This design comes from an exercise in tuning for small area and a short achievable clock period on the open sky130 flow, not from production work.
Function was not checked in any run shown here: the RTL went through the layout flow alone.
Power is estimated from default activity; no workload was simulated.

## flow/design.v (module list and top-level ports; edited modules follow where they fit)
// module alu_decode: 39 lines
// module int_alu: 41 lines
// module add32: 135 lines
// module mul_s1: 951 lines
// module mul_s2: 124 lines
// module mul_fa: 4 lines
// module mul_bsel: 3 lines
// module mul_ha: 4 lines
// module vi_exe: 199 lines
// module res_or: 3 lines
module vi_exe(
input		clk_i,
input		rsn_i,
input		kill_i,
input	[31:0]	instr_i,
input	[31:0]	pc_i,
input	[31:0]	data_a_i,
input	[31:0]	data_b_i,
input	[4:0]	write_addr_i,
input		int_write_enable_i,
output	[31:0]	exe_result_o,
output		exe_illegal_o,
output	[4:0]	mult_wr_en_o,
output	[24:0]	mult_addr_o,
output	[31:0]	mult5_data_o,
output	[31:0]	mult5_instr_o,
output	[31:0]	mult5_pc_o);
  // ...
==> flow/flow/run.sh <==
#!/bin/bash
set -euo pipefail
export SETUP_SLACK_MARGIN=6.8
export BUFFER_PORTS_ARGS="-buffer_cell sky130_fd_sc_hd__buf_2"
bash standard.sh > standard.log 2>&1
==> flow/standard.sh <==
#!/bin/bash
# synth_recipe.tcl (not shown) runs the flow's synth.tcl, then flattens the netlist and writes it again
# the make line also repeats each setting of config.mk as NAME=value (left out here)
make -C /OpenROAD-flow-scripts/flow DESIGN_CONFIG=/design/flow/config.mk WORK_HOME=/design/flow/orfs CLKGATE_MAP_FILE= SYNTH_SCRIPT=/design/flow/synth_recipe.tcl "${@:-finish}"
==> flow/config.mk <==
export PLATFORM = sky130hd
export DESIGN_NAME = vi_exe
export DESIGN_NICKNAME = vi_exe
export VERILOG_FILES = /design/flow/design.v
export SDC_FILE = /design/flow/constraint.sdc
export NUM_CORES = 4
export LEC_CHECK = 0
export CAP_MARGIN = 20
export CORE_MARGIN = 2
export CORE_UTILIZATION = 40
export SLEW_MARGIN = 20
==> flow/constraint.sdc <==
create_clock -name core_clock -period 10.0 [get_ports {clk_i}]
set_input_delay 2.0000 -clock core_clock [delete_from_list [all_inputs] [get_ports {clk_i}]]
set_output_delay 2.0000 -clock core_clock [all_outputs]
set_load 0.01 [all_outputs]
==> results.ini, run 1 <==
[run_status]
status = timing/DRC/antenna clean

[sta]
holdWs_ns = 0.299
clock_skew_ns = 0.0671
maxSlewViolCount = 0

[final_layout]
multi_input_area_share_pct = 42.6
multiInputGateArea_um2 = 16900
buf_share_pct = 7.81
seq_cells = 737

[critical_path]
r2r_start = exe_booth_one[0]$_DFF_P_
worstPathArrival_ns = 4.26

[power]
powerDensity_nw_per_um2 = 279
peakVddDrop_mv = 0.257
maxPowerGroup = combinational logic

[routing]
drt-pass1-iter-count = 6
met2_length_mm = 47.5
post_drt_wl_per_cell_um = 24.1

[place]
portBuffers = 295
place.detailed.hpwl_mm = 69.6
dpl-instance-area_um2 = 34800

[synth]
syn_area_um2 = 32500
synth_cell_type_count = 60
synth-compound-area-share_pct = 11.8

[grt]
grt_pass1_vias = 22994
use_met3_pct = 5.27

[min_path]
hold_path_depth = 0
hold_start = mult2_data_hi[3]$_SDFF_PN0_

[floorplanning]
io_pins = 296

[clock_network]
clk_pin_slew_ns = 0.06

==> run 2: changes to the inputs <==
--- a/flow/config.mk
+++ b/flow/config.mk
@@ -11 +11,2 @@
 export SLEW_MARGIN = 20
+export SYNTH_HIERARCHICAL = 1
==> results.ini, run 2 <==
[power]
seq_power_share_pct = 30.4  ; was 30.8%
p_leak_nw = 16.8  ; was 16.7 nW
sw_frac_of_total_pct = 35.0  ; was 35.2%
p_sw_mw = 3.99  ; was 3.89 mW
clkPwrFrac_pct = 27.5  ; was 27.3%
intPower_mw = 7.39  ; was 7.16 mW
powerDensity_nw_per_um2 = 272  ; was 279 nW/um^2
peakVddDrop_mv = 0.218  ; was 0.257 mV
combPwrFrac_pct = 42.0  ; was 41.8%

[synth]
synthFlopType = dfxtp_1  ; unchanged
yosysWarnings = 7  ; was 1
syn_area_um2 = 34100  ; was 32500 um^2
synth.top_cells.by_count = dfxtp_1 (737), xnor2_1 (357), a22oi_2 (256)  ; was dfxtp_1 (737), a22oi_1 (259), xnor2_1 (236)
syn_avg_cell_area_um2 = 12.4  ; was 11.2 um^2
synth-seq-area-share_pct = 43.3  ; was 45.3%
yosysMostFrequentCell = dfxtp_1  ; unchanged
synth_cell_type_count = 84  ; was 60
yosysTopAreaCellShare_pct = 43.3  ; was 45.3%
synth-edff-count = 0  ; unchanged
synth_top_area_cell = dfxtp_1  ; unchanged
syn-instance-count = 2746  ; was 2914
ys_ff_latch = 737  ; unchanged
postSynth.asyncResetShare_pct = 0  ; unchanged
synth.area.top_cells = dfxtp_1 (43%), fa_1 (13%), a22oi_2 (9.4%)  ; was dfxtp_1 (45%), fa_1 (12%), xnor2_1 (6.4%)

[final_layout]
final_common_cell = dfxtp_1  ; unchanged
stdcell_count = 4311  ; was 4283
final_cell_mix = dfxtp_1 (645), xnor2_1 (350), buf_2 (271), a22oi_2 (257), fa_1 (216)  ; was dfxtp_1 (677), buf_2 (268), a22oi_1 (247), xnor2_1 (231), fa_1 (181)
largest_reg_flops = 87  ; unchanged
seq_area_um2 = 15000  ; was 14900 um^2
fill_cells = 7572  ; was 7265
nets = 3549  ; was 3586
synthToLayoutAreaGrowth_pct = 22.5  ; was 21.7%
top_register = mult1_rb  ; unchanged
drive_gt1_share_pct = 36.5  ; was 25.6%
multiInputGateArea_um2 = 18700  ; was 16900 um^2

[clock_network]
cts_htree_levels = 3  ; unchanged
clkLatencyLatePin_ns = 0.67  ; was 0.66 ns
clock-root-buffer = clkbuf_16  ; unchanged
cts_buffers = 78  ; was 77
cts_tree = yes  ; unchanged
ctsHoldBuffers = 0  ; unchanged
clk_pin_slew_ns = 0.06  ; about the same
clkSinkCount = 737  ; unchanged
clock_path_buffers = 3  ; unchanged

[floorplanning]
io_pins = 296  ; unchanged
start_util_pct = 40.2  ; was 40.4%
die_w_um = 296  ; was 289 um
die_h_um = 296  ; was 289 um
rows = 107  ; was 104
core_region_area_um2 = 84900  ; was 80500 um^2
dieArea_um2 = 87600  ; was 83700 um^2

[sta]
hold_viol_final = 0  ; unchanged
clock_skew_ns = 0.0477  ; was 0.0671 ns
slew_headroom_pct = 29.9  ; was 47.9%
rsz0062_at_grt = true  ; unchanged
timing.final.crit_share_pct = 37.6  ; was 37.5%
min_period_ns = 3.76  ; was 3.75 ns
maxSlewViolCount = 0  ; unchanged
finalSetupViolCount = 0  ; unchanged
tns_ns = 0  ; unchanged
tightest_slew_ns = 1.05  ; was 0.780 ns
max_freq_ghz = 0.266  ; was 0.267 GHz

[place]
gp_congestion = 0.924  ; was 0.906
portBuffers = 295  ; unchanged
place.detailed.hpwl_mm = 76.4  ; was 69.6 mm
dp_cells = 4050  ; was 4067

[grt]
antenna_found_initial = 6  ; was 3
grt_max_degree = 56  ; unchanged
grt_overflow = 0  ; unchanged
grtUsageTotal_pct = 25.5  ; was 24.4%
grt_pass1_vias = 24091  ; was 22994
grt_pass1_wl_mm = 162  ; was 150 mm

[critical_path]
worstPathRequired_ns = 10.54  ; was 10.52 ns
crit_buf_inv = 3  ; was 4
cpMostUsedCell = a21oi_1  ; was fa_2
max_stage_delay_ns = 0.49  ; was 0.57 ns
crit_family = compound AO/OA/AOI/OAI gates  ; was adder cells
worstPathArrival_ns = 4.30  ; was 4.26 ns
crit_chain = buf_12, buf_4, a211oi_1, a21oi_1, ha_1, a21oi_1, o21ai_0, a32oi_1, o21ai_2, a21boi_2, inv_1, a21oi_2, xnor2_1, a222oi_1, o211ai_1, a21o_1  ; was buf_12, buf_16, buf_8, buf_6, a22oi_2, xor2_1, fa_1, fa_2, fa_2, fa_2, o21ai_2, a221oi_2, o31ai_1
endpoint_kind = flop  ; unchanged
cp_max_fo = 5  ; was 4
startpoint_type = flop  ; unchanged
worstSetupPathType = reg2reg  ; unchanged
cp_slowest_cell = a211oi_1  ; was fa_2

[job]
max-cap-violations = 0  ; unchanged

[routing]
dr.first_iter.drc_count = 1872  ; was 2397
drtAntennaViolNets = 0  ; unchanged
drc = 0  ; unchanged
via_per_inst = 5.40  ; was 5.41
post_drt_wl_per_cell_um = 26.3  ; was 24.1 um
drt-pass1-iter-count = 6  ; unchanged
wirelength_mm = 113  ; was 103 mm
vias = 23267  ; was 23161

[min_path]
hold_class = reg2reg  ; unchanged

[run_status]
status = timing/DRC/antenna clean  ; unchanged

[run 2: changes by cell type in the layout (fill, tap and decap cells not counted), moves of 41 or more]
cell / change
a22oi_1: -230
a22oi_2: +245
xor2_1: -132
and2_1: +64
inv_1: -105
o21ai_0: -41
and3_1: -46
xnor2_1: +119
[run 2: metrics by stage]
stage | power [mW] | cell area [um^2] | utilization, % | setup WS [ns] | hold slack [ns]
floorplan | 6.86 | 34400 | - | 6.18 | 0.310
finish | 11.4 | 41800 | 49.2 | 6.24 | 0.316
global placement | 7.45 | 36300 | 42.8 | 5.65 | 0.310
global route | 12.1 | 41800 | 49.2 | 6.05 | 0.318
detailed placement | 7.51 | 36300 | 42.8 | 5.61 | 0.312
CTS | 11.2 | 41100 | 48.4 | 6.35 | 0.317
[run 2: cells by family after synthesis]
kind of cell               Yosys count  synth area share [%]
other                                1                0.0110
DFF                                737                  43.3
muxes                               88                  3.16
adders and majority gates          311                  16.3
and+or+nand+nor                    379                  6.00
buffers and inverters              240                  4.22
AOI/OAI and AO/OA                  592                  16.8
xor gates and xnor gates           398                  10.2
[run 2: per-layer routing]
metal | wire [um] | vias to the layer above | share of wire (%) | GRT usage, %
met2 | 53300 | 1098 | 47 | 42.0
met4 | 5770 | 2 | 5.1 | 12.5
met3 | 8790 | 276 | 7.8 | 4.61
li1 | - | 10188 | - | -
met1 | 45400 | 11703 | 40 | 32.2
met5 | 13 | - | 0.011 | 0
[run 2: power groups by stage]
stage	clock network, mW	logic (mW)	registers [mW]
after floorplan	0	3.33	3.53
after global placement	0	3.90	3.55
after detailed placement	0	3.95	3.57
after CTS	3.21	4.50	3.48
after global routing	3.33	5.22	3.49
final	3.13	4.79	3.47
[run 2: modules after synthesis, one instance, submodules excluded]
module,flip-flops and latches,cells,copies in the design
vi_exe,737,962,1
mul_bsel,0,2,256
mul_s2,0,1,1
alu_decode,0,29,1
int_alu,0,507,1
add32,0,155,2
mul_s1,0,153,1
mul_ha,0,1,30
res_or,0,1,32
mul_fa,0,1,210
[run 2: worst paths after layout]
kind,startpoint,end,slack (ns),depth (start not counted)
setup reg to reg,exe_use_rs2$_DFF_P_,exe_result[25]$_DFF_P_,6.24,16
hold reg to reg,mult1_pc[1]$_DFF_P_,mult2_pc[1]$_DFF_P_,0.32,0
setup / recovery,exe_use_rs2$_DFF_P_,exe_result[25]$_DFF_P_,6.24,16
hold / removal,mult1_pc[1]$_DFF_P_,mult2_pc[1]$_DFF_P_,0.32,0
[run 2: repair_timing]
item / 4_1_cts / 5_1_grt
setup endpoints to repair: 122 / 84
setup buffers: 83 / 25
cloned: 5 / 2
pin swaps: 77 / 51
gates resized for setup: 247 / 89
[run 2: final cells by class]
class	instances	share of cell area [%]
diodes	1	0.00599
clock buffers	99	5.20
clock inverters	46	1.68
inverters	53	0.476
multi-input cells	1773	44.9
flip-flops and latches	737	36.0
well taps	1144	3.43
repair buffers	458	8.40

==> separate check: timing with driven ports <==
How much do the figures lean on ideal ports? The routed layouts below were timed once more, with nothing changed but the port constraints. Step 1, drivers: a clkbuf_16 drives clk_i and a buf_2 each remaining input, both assumed. Step 2, shift: input delay + t, output delay - t, t = (earliest + latest rising clock arrival at the registers) / 2. This alone moves slack from input paths to output paths. Three values: ideal ports, drivers, drivers and shift; two values: the first two.
run | t (ns) | setup WS [ns] | clock arrival spread, ns | pins driven straight from the clock port
run 1 | 0.698 | 6.255 / 6.255 / 5.999 | 0.074 / 0.075 | 1
run 2 | 0.713 | 6.242 / 6.242 / 6.030 | 0.048 / 0.048 | 1
After both steps setup and hold are still met in every run listed. For run 1, which loses most, drivers alone change the setup slack by 0.000 ns; drivers and shift together by -0.256 ns.
